From an optimization exercise on the open Yosys and OpenROAD flow, aimed at small area; shortcuts taken in it are not production practice. Only simulation tests tie the RTL to the original design; equivalence was not proved. The flow treats the clock pin as an ideal source. Dropping or thinning the clock tree relies on that and would not hold on a real chip. Power and IR drop assume default switching activity.

==> inputs of build 58 <==
==> flow/design.v <==
module key_filter (
    input wire sys_clk,
    input wire sys_rst_n,
    input wire key_in,
    output wire key_hit
);
    localparam [6:0] POL = 7'b1010101;
    localparam [15:0] FB = 16'd12241;
    reg [6:0] t;
    wire [6:0] s = t ^ POL;
    wire clr = key_in | ~sys_rst_n;
    wire fb = FB[{s[6], s[4], s[2], s[0]}];
    wire [6:0] sn = clr ? 7'd0 : {s[5:0], fb};
    always @(posedge sys_clk) t <= sn ^ POL;
    assign key_hit = ((s[6] & s[5] & s[4] & ~s[3] & s[2] & s[1] & s[0]));
endmodule
module rom_ctrl (
    input wire sys_clk,
    input wire sys_rst_n,
    input wire key1_hit,
    input wire key2_hit,
    output reg [1:0] hun,
    output reg [3:0] ten,
    output reg [3:0] unit
);
    localparam [10:0] POL = 11'b01010101010;
    reg addr_flag1;
    reg addr_flag2;
    reg [10:0] t;
    wire [10:0] s = t ^ POL;
    wire rst = ~sys_rst_n;
    wire wrap = ((~s[10] & s[9] & ~s[8] & s[7] & s[6] & s[5] & ~s[4] & s[3] & ~s[2] & ~s[1] & s[0]));
    wire [9:0] a = {hun, ten, unit};
    wire at255 = ((a[9] & a[6] & ~a[4] & a[2] & ~a[0]));
    wire u9 = ((unit[3] & unit[2]));
    wire t9 = ((ten[3] & ten[2]));
    wire hold = wrap || addr_flag1 || addr_flag2;
    wire [10:0] sn = rst ? 11'd0 : hold ? 11'h400 : {s[9:0], ~(s[10] ^ s[8])};
    always @(posedge sys_clk) t <= sn ^ POL;
    always @(posedge sys_clk) begin
        if (rst) addr_flag1 <= 1'b0;
        else if (key2_hit) addr_flag1 <= 1'b0;
        else if (key1_hit) addr_flag1 <= ~addr_flag1;
    end
    always @(posedge sys_clk) begin
        if (rst) addr_flag2 <= 1'b0;
        else if (key1_hit) addr_flag2 <= 1'b0;
        else if (key2_hit) addr_flag2 <= ~addr_flag2;
    end
    always @(posedge sys_clk) begin
        if (rst || (wrap && at255)) begin
            hun <= 2'b00; ten <= 4'd0; unit <= 4'd0;
        end else if (addr_flag1) begin
            hun <= 2'b00; ten <= 4'd13; unit <= 4'd13;
        end else if (addr_flag2) begin
            hun <= 2'b01; ten <= 4'd13; unit <= 4'd13;
        end else if (wrap) begin
            unit <= u9 ? 4'd0 : {unit[2:0], ~(unit[3] ^ unit[0])};
            if (u9) begin
                ten <= t9 ? 4'd0 : {ten[2:0], ~(ten[3] ^ ten[0])};
                if (t9) hun <= {hun[0], 1'b1};
            end
        end
    end
endmodule
module seg_595_dynamic (
    input wire sys_clk,
    input wire sys_rst_n,
    input wire [1:0] hun,
    input wire [3:0] ten,
    input wire [3:0] unit,
    output wire stcp,
    output wire shcp,
    output reg ds,
    output wire oe
);
    reg [2:0] cnt_8;
    reg [2:0] c7;
    reg [4:0] c25;
    reg [3:0] c11;
    reg [2:0] jsel;
    reg [3:0] nxt;
    reg [3:0] cur;
    wire rst = ~sys_rst_n;
    wire q0 = (cnt_8[1:0] == 2'd0);
    wire tick4 = (cnt_8[1:0] == 2'd3);
    wire tick8 = (cnt_8 == 3'd7);
    wire c25_0 = ((~c25[3] & ~c25[2] & ~c25[1] & ~c25[0]));
    wire c25_24 = ((c25[4] & ~c25[3] & ~c25[1] & ~c25[0]));
    wire c11_10 = ((~c11[2] & c11[1] & ~c11[0]));
    wire c7_0 = ((~c7[2] & ~c7[1] & ~c7[0]));
    wire slot = (cnt_8 == 3'd3) && c25_0;
    wire first = (jsel == 3'd6);
    wire grab = tick4 && c11_10 && ((~c25[4] & c25[1]) | (~c25[3] & c25[0]) | (c25[3] & c25[2] & c25[1]));
    assign oe = rst;
    assign shcp = (tick4 || (q0 && !first));
    assign stcp = (cnt_8 == 3'd0) && c7_0 && !first;
    always @(posedge sys_clk or negedge sys_rst_n) begin
        if (!sys_rst_n) cnt_8 <= 3'd0;
        else cnt_8 <= cnt_8 + 1'b1;
    end
    always @(posedge sys_clk or negedge sys_rst_n) begin
        if (!sys_rst_n) c7 <= 3'd0;
        else if (tick8) c7 <= {c7[1:0], ~(c7[2] ^ c7[1])};
    end
    always @(posedge sys_clk) begin
        if (!sys_rst_n) c25 <= 5'd0;
        else if (tick8) c25 <= c25_24 ? 5'd0 : {c25[3:0], ~(c25[4] ^ c25[2])};
    end
    always @(posedge sys_clk) begin
        if (!sys_rst_n) c11 <= 4'd0;
        else if (tick4) c11 <= c11_10 ? 4'd0 : {c11[2:0], ~(c11[3] ^ c11[2])};
    end
    reg [2:0] jnext;
    always @(*) begin
        case (jsel)
            3'd4: jnext = 3'd0;
            3'd0: jnext = 3'd5;
            3'd5: jnext = 3'd1;
            3'd1: jnext = 3'd7;
            3'd7: jnext = 3'd3;
            3'd3: jnext = 3'd4;
            3'd2: jnext = 3'd4;
            3'd6: jnext = 3'd2;
        endcase
    end
    always @(posedge sys_clk or negedge sys_rst_n) begin
        if (!sys_rst_n) jsel <= 3'd6;
        else if (slot) jsel <= jnext;
    end
    wire hun_nz = hun[0];
    wire ten_nz = ~((~ten[2] & ~ten[1] & ~ten[0]));
    wire [3:0] dig = (jnext == 3'd4) ? unit :
                     (jnext == 3'd0) ? ((hun_nz || ten_nz) ? ten : 4'd15) :
                     (jnext == 3'd5) ? (hun_nz ? (hun[1] ? 4'd2 : 4'd1) : 4'd15) : 4'd15;
    always @(posedge sys_clk) begin
        if (grab) nxt <= dig;
    end
    always @(posedge sys_clk) begin
        if (slot) cur <= first ? 4'd0 : nxt;
    end
    wire [6:0] seg;
    assign seg[0] = ((cur[3] & cur[1]) | (~cur[3] & ~cur[2] & ~cur[1] & cur[0]));
    assign seg[1] = ((cur[3] & ~cur[2] & ~cur[1]) | (cur[3] & cur[2] & cur[1]) | (cur[2] & ~cur[1] & ~cur[0]));
    assign seg[2] = ((cur[3] & cur[2] & cur[1]) | (~cur[3] & ~cur[2] & cur[1] & ~cur[0]));
    assign seg[3] = ((cur[3] & cur[1]) | (~cur[3] & ~cur[2] & cur[0]));
    assign seg[4] = ((cur[2] & ~cur[1]) | (cur[3] & cur[1]) | (~cur[3] & cur[0]));
    assign seg[5] = ((~cur[3] & cur[0]) | (cur[1] & cur[0]) | (~cur[3] & ~cur[2] & cur[1]));
    assign seg[6] = ((cur[1] & cur[0]) | (~cur[3] & ~cur[2] & ~cur[1]));
    wire [5:0] sel = {jsel == 3'd3, jsel == 3'd7, jsel == 3'd1, jsel == 3'd5, jsel == 3'd0, jsel == 3'd4};
    wire [13:0] data = {seg[0], seg[1], seg[2], seg[3], seg[4], seg[5], seg[6],
                        1'b1, sel};
    reg bit_out;
    always @(*) begin
        case ({c7, cnt_8[2]})
            {3'd0, 1'b0}: bit_out = data[0];
            {3'd0, 1'b1}: bit_out = data[1];
            {3'd1, 1'b0}: bit_out = data[2];
            {3'd1, 1'b1}: bit_out = data[3];
            {3'd3, 1'b0}: bit_out = data[4];
            {3'd3, 1'b1}: bit_out = data[5];
            {3'd6, 1'b0}: bit_out = data[6];
            {3'd6, 1'b1}: bit_out = data[7];
            {3'd5, 1'b0}: bit_out = data[8];
            {3'd5, 1'b1}: bit_out = data[9];
            {3'd2, 1'b0}: bit_out = data[10];
            {3'd2, 1'b1}: bit_out = data[11];
            {3'd4, 1'b0}: bit_out = data[12];
            {3'd4, 1'b1}: bit_out = data[13];
            default: bit_out = 1'b0;
        endcase
    end
    always @(posedge sys_clk or negedge sys_rst_n) begin
        if (sys_rst_n == 1'b0) ds <= 1'b0;
        else ds <= bit_out;
    end
endmodule
module ROM (
    input wire sys_clk,
    input wire sys_rst_n,
    input wire [1:0] key,
    output wire stcp,
    output wire shcp,
    output wire ds,
    output wire oe
);
    wire key1_hit, key2_hit;
    wire [1:0] a_hun;
    wire [3:0] a_ten, a_unit;
    key_filter key1_filter_inst(.sys_clk(sys_clk), .sys_rst_n(sys_rst_n),
        .key_in(key[0]), .key_hit(key1_hit));
    key_filter key2_filter_inst(.sys_clk(sys_clk), .sys_rst_n(sys_rst_n),
        .key_in(key[1]), .key_hit(key2_hit));
    rom_ctrl rom_ctrl_inst(.sys_clk(sys_clk), .sys_rst_n(sys_rst_n),
        .key1_hit(key1_hit), .key2_hit(key2_hit),
        .hun(a_hun), .ten(a_ten), .unit(a_unit));
    seg_595_dynamic seg_595_dynamic_inst(.sys_clk(sys_clk), .sys_rst_n(sys_rst_n),
        .hun(a_hun), .ten(a_ten), .unit(a_unit),
        .stcp(stcp), .shcp(shcp), .ds(ds), .oe(oe));
endmodule
==> flow/flow/run.sh <==
#!/bin/bash
set -euo pipefail
W=$PWD
F=$W/flow
cat > "$W/area_synth.tcl" <<EOT
proc abc {args} {
  set i [lsearch -exact \$args -script]
  if {\$i >= 0} { lset args [expr {\$i + 1}] $F/abc_area.script }
  yosys abc {*}\$args
}
source $W/synth_recipe.tcl
EOT
export MANUAL_CTS_NET=sys_clk MANUAL_CTS_N=1 MANUAL_CTS_BUF=sky130_fd_sc_hd__clkbuf_16
bash "$W/standard.sh" synth "SYNTH_SCRIPT=$W/area_synth.tcl" > "$W/synth.log" 2>&1
bash "$W/standard.sh" finish "SYNTH_SCRIPT=$W/area_synth.tcl" "PRE_CTS_TCL=$F/manual_cts.tcl" "BUFFER_PORTS_ARGS=-buffer_cell sky130_fd_sc_hd__buf_1" > "$W/layout.log" 2>&1
==> flow/flow/abc_area.script <==
strash
dch
map -a
mfs2 -W 4 -M 5000
strash
dch
map -a
mfs2 -W 4
strash
dch -f
map -a
mfs2 -W 4
strash
dch -f
map -a
topo
dnsize
==> flow/flow/manual_cts.tcl <==
# Clock tree made here instead of by TritonCTS (run as cts.tcl's PRE_CTS_TCL
# hook): the clock pins are split into MANUAL_CTS_N groups by position
# (k-means), and one clock buffer (MANUAL_CTS_BUF) at the centre of each group
# drives that group's clock pins. The clock port drives only these buffers,
# so every register gets the clock through exactly one buffer.
set block [ord::get_db_block]
set db [ord::get_db]
set clk [$block findNet $::env(MANUAL_CTS_NET)]
set master [$db findMaster $::env(MANUAL_CTS_BUF)]
set k $::env(MANUAL_CTS_N)
set sinks [$clk getITerms]
set xs {}
set ys {}
foreach it $sinks {
  set b [[$it getInst] getBBox]
  lappend xs [expr {([$b xMin] + [$b xMax]) / 2.0}]
  lappend ys [expr {([$b yMin] + [$b yMax]) / 2.0}]
}
set n [llength $sinks]
# initial centres: sinks spread along the sorted x order
set order [lsort -real -indices $xs]
set cx {}
set cy {}
for {set c 0} {$c < $k} {incr c} {
  set i [lindex $order [expr {int(($c + 0.5) * $n / $k)}]]
  lappend cx [lindex $xs $i]
  lappend cy [lindex $ys $i]
}
for {set iter 0} {$iter < 50} {incr iter} {
  set asg {}
  for {set i 0} {$i < $n} {incr i} {
    set best 0
    set bd 1e30
    for {set c 0} {$c < $k} {incr c} {
      set d [expr {abs([lindex $xs $i] - [lindex $cx $c]) + abs([lindex $ys $i] - [lindex $cy $c])}]
      if {$d < $bd} { set bd $d; set best $c }
    }
    lappend asg $best
  }
  for {set c 0} {$c < $k} {incr c} {
    set sx 0.0; set sy 0.0; set m 0
    for {set i 0} {$i < $n} {incr i} {
      if {[lindex $asg $i] == $c} {
        set sx [expr {$sx + [lindex $xs $i]}]; set sy [expr {$sy + [lindex $ys $i]}]; incr m
      }
    }
    if {$m > 0} { lset cx $c [expr {$sx / $m}]; lset cy $c [expr {$sy / $m}] }
  }
}
for {set c 0} {$c < $k} {incr c} {
  set buf [odb::dbInst_create $block $master clkbuf_manual_$c]
  set net [odb::dbNet_create $block clknet_manual_$c]
  $net setSigType CLOCK
  [$buf findITerm A] connect $clk
  [$buf findITerm X] connect $net
  set m 0
  for {set i 0} {$i < $n} {incr i} {
    if {[lindex $asg $i] == $c} {
      set it [lindex $sinks $i]
      $it disconnect
      $it connect $net
      incr m
    }
  }
  $buf setLocation [expr {int([lindex $cx $c])}] [expr {int([lindex $cy $c])}]
  $buf setPlacementStatus PLACED
  puts "manual clock tree: buffer $c ([$master getName]) drives $m clock pins"
}
proc clock_tree_synthesis {args} { puts "clock_tree_synthesis skipped: clock tree made by manual_cts.tcl" }
set_propagated_clock [all_clocks]
==> flow/standard.sh <==
#!/bin/bash
# synth_recipe.tcl (not shown) runs the flow's synth.tcl, then flattens the netlist and writes it again
# the make line also repeats each setting of config.mk as NAME=value (left out here)
make -C /OpenROAD-flow-scripts/flow DESIGN_CONFIG=/design/flow/config.mk WORK_HOME=/design/flow/orfs CLKGATE_MAP_FILE= SYNTH_SCRIPT=/design/flow/synth_recipe.tcl "${@:-finish}"
==> flow/config.mk <==
export PLATFORM = sky130hd
export DESIGN_NAME = ROM
export DESIGN_NICKNAME = ROM
export VERILOG_FILES = /design/flow/design.v
export SDC_FILE = /design/flow/constraint.sdc
export NUM_CORES = 4
export LEC_CHECK = 0
export CAP_MARGIN = 20
export CORE_MARGIN = 2
export CORE_UTILIZATION = 90
export GPL_TIMING_DRIVEN = 0
export SLEW_MARGIN = 20
==> flow/constraint.sdc <==
create_clock -name core_clock -period 5.0 [get_ports {sys_clk}]
set_input_delay 1.0000 -clock core_clock [delete_from_list [all_inputs] [get_ports {sys_clk}]]
set_output_delay 1.0000 -clock core_clock [all_outputs]
set_load 0.01 [all_outputs]
==> inputs of build 14, as changes to build 58 <==
==> flow/design.v, changed modules only <==
module seg_595_dynamic (
    input wire sys_clk,
    input wire sys_rst_n,
    input wire [1:0] hun,
    input wire [3:0] ten,
    input wire [3:0] unit,
    output wire stcp,
    output wire shcp,
    output wire ds,
    output wire oe
);
    reg [2:0] cnt_8;
    reg [2:0] c7;
    reg [4:0] c25;
    reg [3:0] c11;
    reg [2:0] jsel;
    reg [3:0] nxt;
    reg [3:0] cur;
    wire rst = ~sys_rst_n;
    wire q0 = (cnt_8[1:0] == 2'd0);
    wire tick4 = (cnt_8[1:0] == 2'd3);
    wire tick8 = (cnt_8 == 3'd7);
    wire c25_0 = ((~c25[3] & ~c25[2] & ~c25[1] & ~c25[0]));
    wire c25_24 = ((c25[4] & ~c25[3] & ~c25[1] & ~c25[0]));
    wire c11_10 = ((~c11[2] & c11[1] & ~c11[0]));
    wire c7_0 = ((~c7[2] & ~c7[1] & ~c7[0]));
    wire c7_6 = ((c7[2] & ~c7[1] & ~c7[0]));
    wire slot = (cnt_8 == 3'd3) && c25_0;
    wire first = (jsel == 3'd6);
    wire grab = (cnt_8[1:0] == 2'd2) && c11_10 && ((~c25[4] & c25[1]) | (~c25[3] & c25[0]) | (c25[3] & c25[2] & c25[1]));
    assign oe = rst;
    assign shcp = cnt_8[1] && !(first && cnt_8[2]);
    assign stcp = (cnt_8 == 3'd7) && c7_6 && !first;
    always @(posedge sys_clk or negedge sys_rst_n) begin
        if (!sys_rst_n) cnt_8 <= 3'd7;
        else cnt_8 <= cnt_8 + 1'b1;
    end
    always @(posedge sys_clk or negedge sys_rst_n) begin
        if (!sys_rst_n) c7 <= 3'd4;
        else if (tick8) c7 <= {c7[1:0], ~(c7[2] ^ c7[1])};
    end
    always @(posedge sys_clk) begin
        if (!sys_rst_n) c25 <= 5'd20;
        else if (tick8) c25 <= c25_24 ? 5'd0 : {c25[3:0], ~(c25[4] ^ c25[2])};
    end
    always @(posedge sys_clk) begin
        if (!sys_rst_n) c11 <= 4'd2;
        else if (tick4) c11 <= c11_10 ? 4'd0 : {c11[2:0], ~(c11[3] ^ c11[2])};
    end
    reg [2:0] jnext;
    always @(*) begin
        case (jsel)
            3'd4: jnext = 3'd0;
            3'd0: jnext = 3'd5;
            3'd5: jnext = 3'd1;
            3'd1: jnext = 3'd7;
            3'd7: jnext = 3'd3;
            3'd3: jnext = 3'd4;
            3'd2: jnext = 3'd4;
            3'd6: jnext = 3'd2;
        endcase
    end
    always @(posedge sys_clk or negedge sys_rst_n) begin
        if (!sys_rst_n) jsel <= 3'd6;
        else if (slot) jsel <= jnext;
    end
    wire hun_nz = hun[0];
    wire ten_nz = ~((~ten[2] & ~ten[1] & ~ten[0]));
    wire [3:0] dig = (jnext == 3'd4) ? unit :
                     (jnext == 3'd0) ? ((hun_nz || ten_nz) ? ten : 4'd15) :
                     (jnext == 3'd5) ? (hun_nz ? (hun[1] ? 4'd2 : 4'd1) : 4'd15) : 4'd15;
    always @(posedge sys_clk) begin
        if (grab) nxt <= dig;
    end
    always @(posedge sys_clk) begin
        if (slot) cur <= first ? 4'd0 : nxt;
    end
    wire [6:0] seg;
    assign seg[0] = ((cur[3] & cur[1]) | (~cur[3] & ~cur[2] & ~cur[1] & cur[0]));
    assign seg[1] = ((cur[3] & ~cur[2] & ~cur[1]) | (cur[3] & cur[2] & cur[1]) | (cur[2] & ~cur[1] & ~cur[0]));
    assign seg[2] = ((cur[3] & cur[2] & cur[1]) | (~cur[3] & ~cur[2] & cur[1] & ~cur[0]));
    assign seg[3] = ((cur[3] & cur[1]) | (~cur[3] & ~cur[2] & cur[0]));
    assign seg[4] = ((cur[2] & ~cur[1]) | (cur[3] & cur[1]) | (~cur[3] & cur[0]));
    assign seg[5] = ((~cur[3] & cur[0]) | (cur[1] & cur[0]) | (~cur[3] & ~cur[2] & cur[1]));
    assign seg[6] = ((cur[1] & cur[0]) | (~cur[3] & ~cur[2] & ~cur[1]));
    wire [5:0] sel = {jsel == 3'd3, jsel == 3'd7, jsel == 3'd1, jsel == 3'd5, jsel == 3'd0, jsel == 3'd4};
    wire [13:0] data = {seg[0], seg[1], seg[2], seg[3], seg[4], seg[5], seg[6],
                        1'b1, sel};
    reg bit_out;
    always @(*) begin
        case ({c7, cnt_8[2]})
            {3'd0, 1'b0}: bit_out = data[0];
            {3'd0, 1'b1}: bit_out = data[1];
            {3'd1, 1'b0}: bit_out = data[2];
            {3'd1, 1'b1}: bit_out = data[3];
            {3'd3, 1'b0}: bit_out = data[4];
            {3'd3, 1'b1}: bit_out = data[5];
            {3'd6, 1'b0}: bit_out = data[6];
            {3'd6, 1'b1}: bit_out = data[7];
            {3'd5, 1'b0}: bit_out = data[8];
            {3'd5, 1'b1}: bit_out = data[9];
            {3'd2, 1'b0}: bit_out = data[10];
            {3'd2, 1'b1}: bit_out = data[11];
            {3'd4, 1'b0}: bit_out = data[12];
            {3'd4, 1'b1}: bit_out = data[13];
            default: bit_out = 1'b0;
        endcase
    end
    assign ds = bit_out && !first;
endmodule
--- a/flow/flow/run.sh
+++ b/flow/flow/run.sh
@@ -11,5 +11,5 @@
 source $W/synth_recipe.tcl
 EOT
-export MANUAL_CTS_NET=sys_clk MANUAL_CTS_N=1 MANUAL_CTS_BUF=sky130_fd_sc_hd__clkbuf_16
+export MANUAL_CTS_NET=sys_clk MANUAL_CTS_N=2 MANUAL_CTS_BUF=sky130_fd_sc_hd__clkbuf_16
 bash "$W/standard.sh" synth "SYNTH_SCRIPT=$W/area_synth.tcl" > "$W/synth.log" 2>&1
 bash "$W/standard.sh" finish "SYNTH_SCRIPT=$W/area_synth.tcl" "PRE_CTS_TCL=$F/manual_cts.tcl" "BUFFER_PORTS_ARGS=-buffer_cell sky130_fd_sc_hd__buf_1" > "$W/layout.log" 2>&1
==> flow/flow/abc_area.script (replaced) <==
strash
dch
map -a
mfs2 -W 5
strash
dch -f
map -a
mfs2 -W 6
strash
balance
rewrite
refactor
balance
rewrite
rewrite -z
balance
refactor -z
rewrite -z
balance
dch
map -a
mfs2 -W 5
strash
dch -f
map -a
mfs2 -W 5
strash
balance
rewrite
refactor
balance
rewrite
rewrite -z
balance
refactor -z
rewrite -z
balance
dch
map -a
mfs2 -W 4
strash
balance
rewrite
refactor
balance
rewrite
rewrite -z
balance
refactor -z
rewrite -z
balance
dch
map -a
mfs2 -W 4
strash
balance
rewrite -z
refactor -z
rewrite -z
balance
dch -f
map -a
mfs2 -W 4 -M 5000
strash
balance
rewrite
refactor
balance
rewrite
rewrite -z
balance
refactor -z
rewrite -z
balance
dch
map -a
topo
dnsize
--- a/flow/config.mk
+++ b/flow/config.mk
@@ -8,5 +8,5 @@
 export CAP_MARGIN = 20
 export CORE_MARGIN = 2
-export CORE_UTILIZATION = 90
+export CORE_UTILIZATION = 70
 export GPL_TIMING_DRIVEN = 0
 export SLEW_MARGIN = 20
==> inputs of build 68, as changes to build 58 <==
--- a/flow/design.v
+++ b/flow/design.v
@@ -25,6 +25,5 @@
 );
     localparam [10:0] POL = 11'b01010101010;
-    reg addr_flag1;
-    reg addr_flag2;
+    reg addr_flag1, addr_flag2;
     reg [10:0] t;
     wire [10:0] s = t ^ POL;
@@ -90,7 +89,7 @@
     wire c11_10 = ((~c11[2] & c11[1] & ~c11[0]));
     wire c7_0 = ((~c7[2] & ~c7[1] & ~c7[0]));
-    wire slot = (cnt_8 == 3'd3) && c25_0;
+    wire slot = (cnt_8 == 3'd0) && c25_0;
     wire first = (jsel == 3'd6);
-    wire grab = tick4 && c11_10 && ((~c25[4] & c25[1]) | (~c25[3] & c25[0]) | (c25[3] & c25[2] & c25[1]));
+    wire grab = tick4 && c11_10 && ((~c25[4] & ~c25[2]) | (~c25[3] & c25[0]) | (c25[3] & c25[2] & c25[1]));
     assign oe = rst;
     assign shcp = (tick4 || (q0 && !first));
@@ -173,5 +172,5 @@
     always @(posedge sys_clk or negedge sys_rst_n) begin
         if (sys_rst_n == 1'b0) ds <= 1'b0;
-        else ds <= bit_out;
+        else if (q0) ds <= bit_out;
     end
 endmodule
--- a/flow/flow/run.sh
+++ b/flow/flow/run.sh
@@ -1,3 +1,15 @@
 #!/bin/bash
+# Own layout flow: the standard flow (standard.sh) with two changes.
+# 1. Synthesis: the standard synthesis script, with only the ABC mapping
+#    script swapped for an area-oriented one (flow/abc_area.script). The
+#    registers, their names and cells are those of the standard synthesis.
+# 2. Clock tree: made by flow/manual_cts.tcl (run as cts.tcl's PRE_CTS_TCL
+#    hook) instead of TritonCTS: the registers are split by position into
+#    4 groups, each driven by one clock buffer at its centre; the clock port
+#    drives only those 4 buffers. Every register gets the clock through one
+#    buffer of the same kind.
+# 3. Port buffers: every input and output port still gets a buffer, of the
+#    smallest buffer cell (buf_1) instead of the default choice.
+# Each step's full output goes to a log file in the work folder.
 set -euo pipefail
 W=$PWD
@@ -11,5 +23,5 @@
 source $W/synth_recipe.tcl
 EOT
-export MANUAL_CTS_NET=sys_clk MANUAL_CTS_N=1 MANUAL_CTS_BUF=sky130_fd_sc_hd__clkbuf_16
+export MANUAL_CTS_NET=sys_clk MANUAL_CTS_N=4 MANUAL_CTS_BUF=sky130_fd_sc_hd__clkbuf_8
 bash "$W/standard.sh" synth "SYNTH_SCRIPT=$W/area_synth.tcl" > "$W/synth.log" 2>&1
 bash "$W/standard.sh" finish "SYNTH_SCRIPT=$W/area_synth.tcl" "PRE_CTS_TCL=$F/manual_cts.tcl" "BUFFER_PORTS_ARGS=-buffer_cell sky130_fd_sc_hd__buf_1" > "$W/layout.log" 2>&1
==> flow/flow/abc_area.script (replaced) <==
strash
dch
map -a
mfs2 -W 4 -M 5000
strash
dch
map -a
mfs2 -W 4
strash
dch -f
map -a
topo
dnsize
--- a/flow/config.mk
+++ b/flow/config.mk
@@ -8,5 +8,4 @@
 export CAP_MARGIN = 20
 export CORE_MARGIN = 2
-export CORE_UTILIZATION = 90
-export GPL_TIMING_DRIVEN = 0
+export CORE_UTILIZATION = 40
 export SLEW_MARGIN = 20
==> qor summary <==
quantity	build 14	build 68	build 58
Number of well taps	46	77	-
Critical Path Start Type	primary input	primary input	-
Worst hold endpoint	key1_filter_inst.t[6]$_DFF_P_	rom_ctrl_inst.t[3]$_DFF_P_	-
CP arrival	2.39 ns	1.83 ns	-
Met2 routed WL	2.274 mm	2.182 mm	-
Portion of the post-synthesis area used by sequential elements	54.85%	53.84%	54.59%
Grt peak-use layer	met2	met2	-
Post-synthesis net count	303	327	324
HPWL reported at the end of detailed placement	3.255 mm	3.593 mm	-
Global Route met2 Usage	44.14%	24.29%	-
Register fraction of the total cell area	51.96%	50.04%	-
Most common cell after layout, fill and taps aside	dfxtp_1	clkinv_1	-
Final Critical Period	3.387 ns	2.833 ns	-
Run status	finished clean	finished clean	did not finish
Last stage reached	-	-	3_1_place_gp_skip_io
Power in the clock group	0.189 mW	0.195 mW	-
Number of endpoints failing setup at the final stage	0	0	-
Type of the worst min-delay path	reg2reg	reg2reg	-
Grt ovf	0	0	-
Synthesis-stage register bit count	63	64	64
Post-DRT Antenna Nets	0	0	-
Layout Utilization	78.53%	44.49%	-
Routability cong.	0.8091	0.8366	-
Pin count of the biggest net entering global routing	39	19	-
Number of instances resized during post-cts repair	0	0	-
The clock cells of build 14 and build 68 come from the design's own scripts or RTL, not from TritonCTS.

-- separate check: timing with driven ports --
No port has a modelled driver above. Below, the same layouts with a new extraction and two added sets of constraints. Step 1 (the two cells are an assumption about what drives the block):
set clk [get_ports {sys_clk}]
set_driving_cell -lib_cell sky130_fd_sc_hd__clkbuf_16 $clk
set_driving_cell -lib_cell sky130_fd_sc_hd__buf_2 [delete_from_list [all_inputs] $clk]
Step 2 times the ports against the registers' clock, not the clock port: input delays grow and output delays shrink by t, the midpoint of the rising clock arrivals with the driver on. Three values: ideal, step 1, step 2; two values: the first two.
| run | t, ns | setup slack, ns | worst setup path after step 2 | clock arrival spread, ns | worst slew at a driven data input, ns |
|---|---|---|---|---|---|
| build 14 | 0.209 | 1.613 / 1.585 / 1.585 | input to output | 0.025 / 0.025 | 0.03 |
| build 68 | 0.206 | 2.167 / 2.143 / 2.143 | input to output | 0.017 / 0.017 | 0.03 |
After both steps setup and hold are still met in every run listed. For build 14, which loses most, drivers alone change the setup slack by -0.028 ns; drivers and shift together by -0.028 ns.
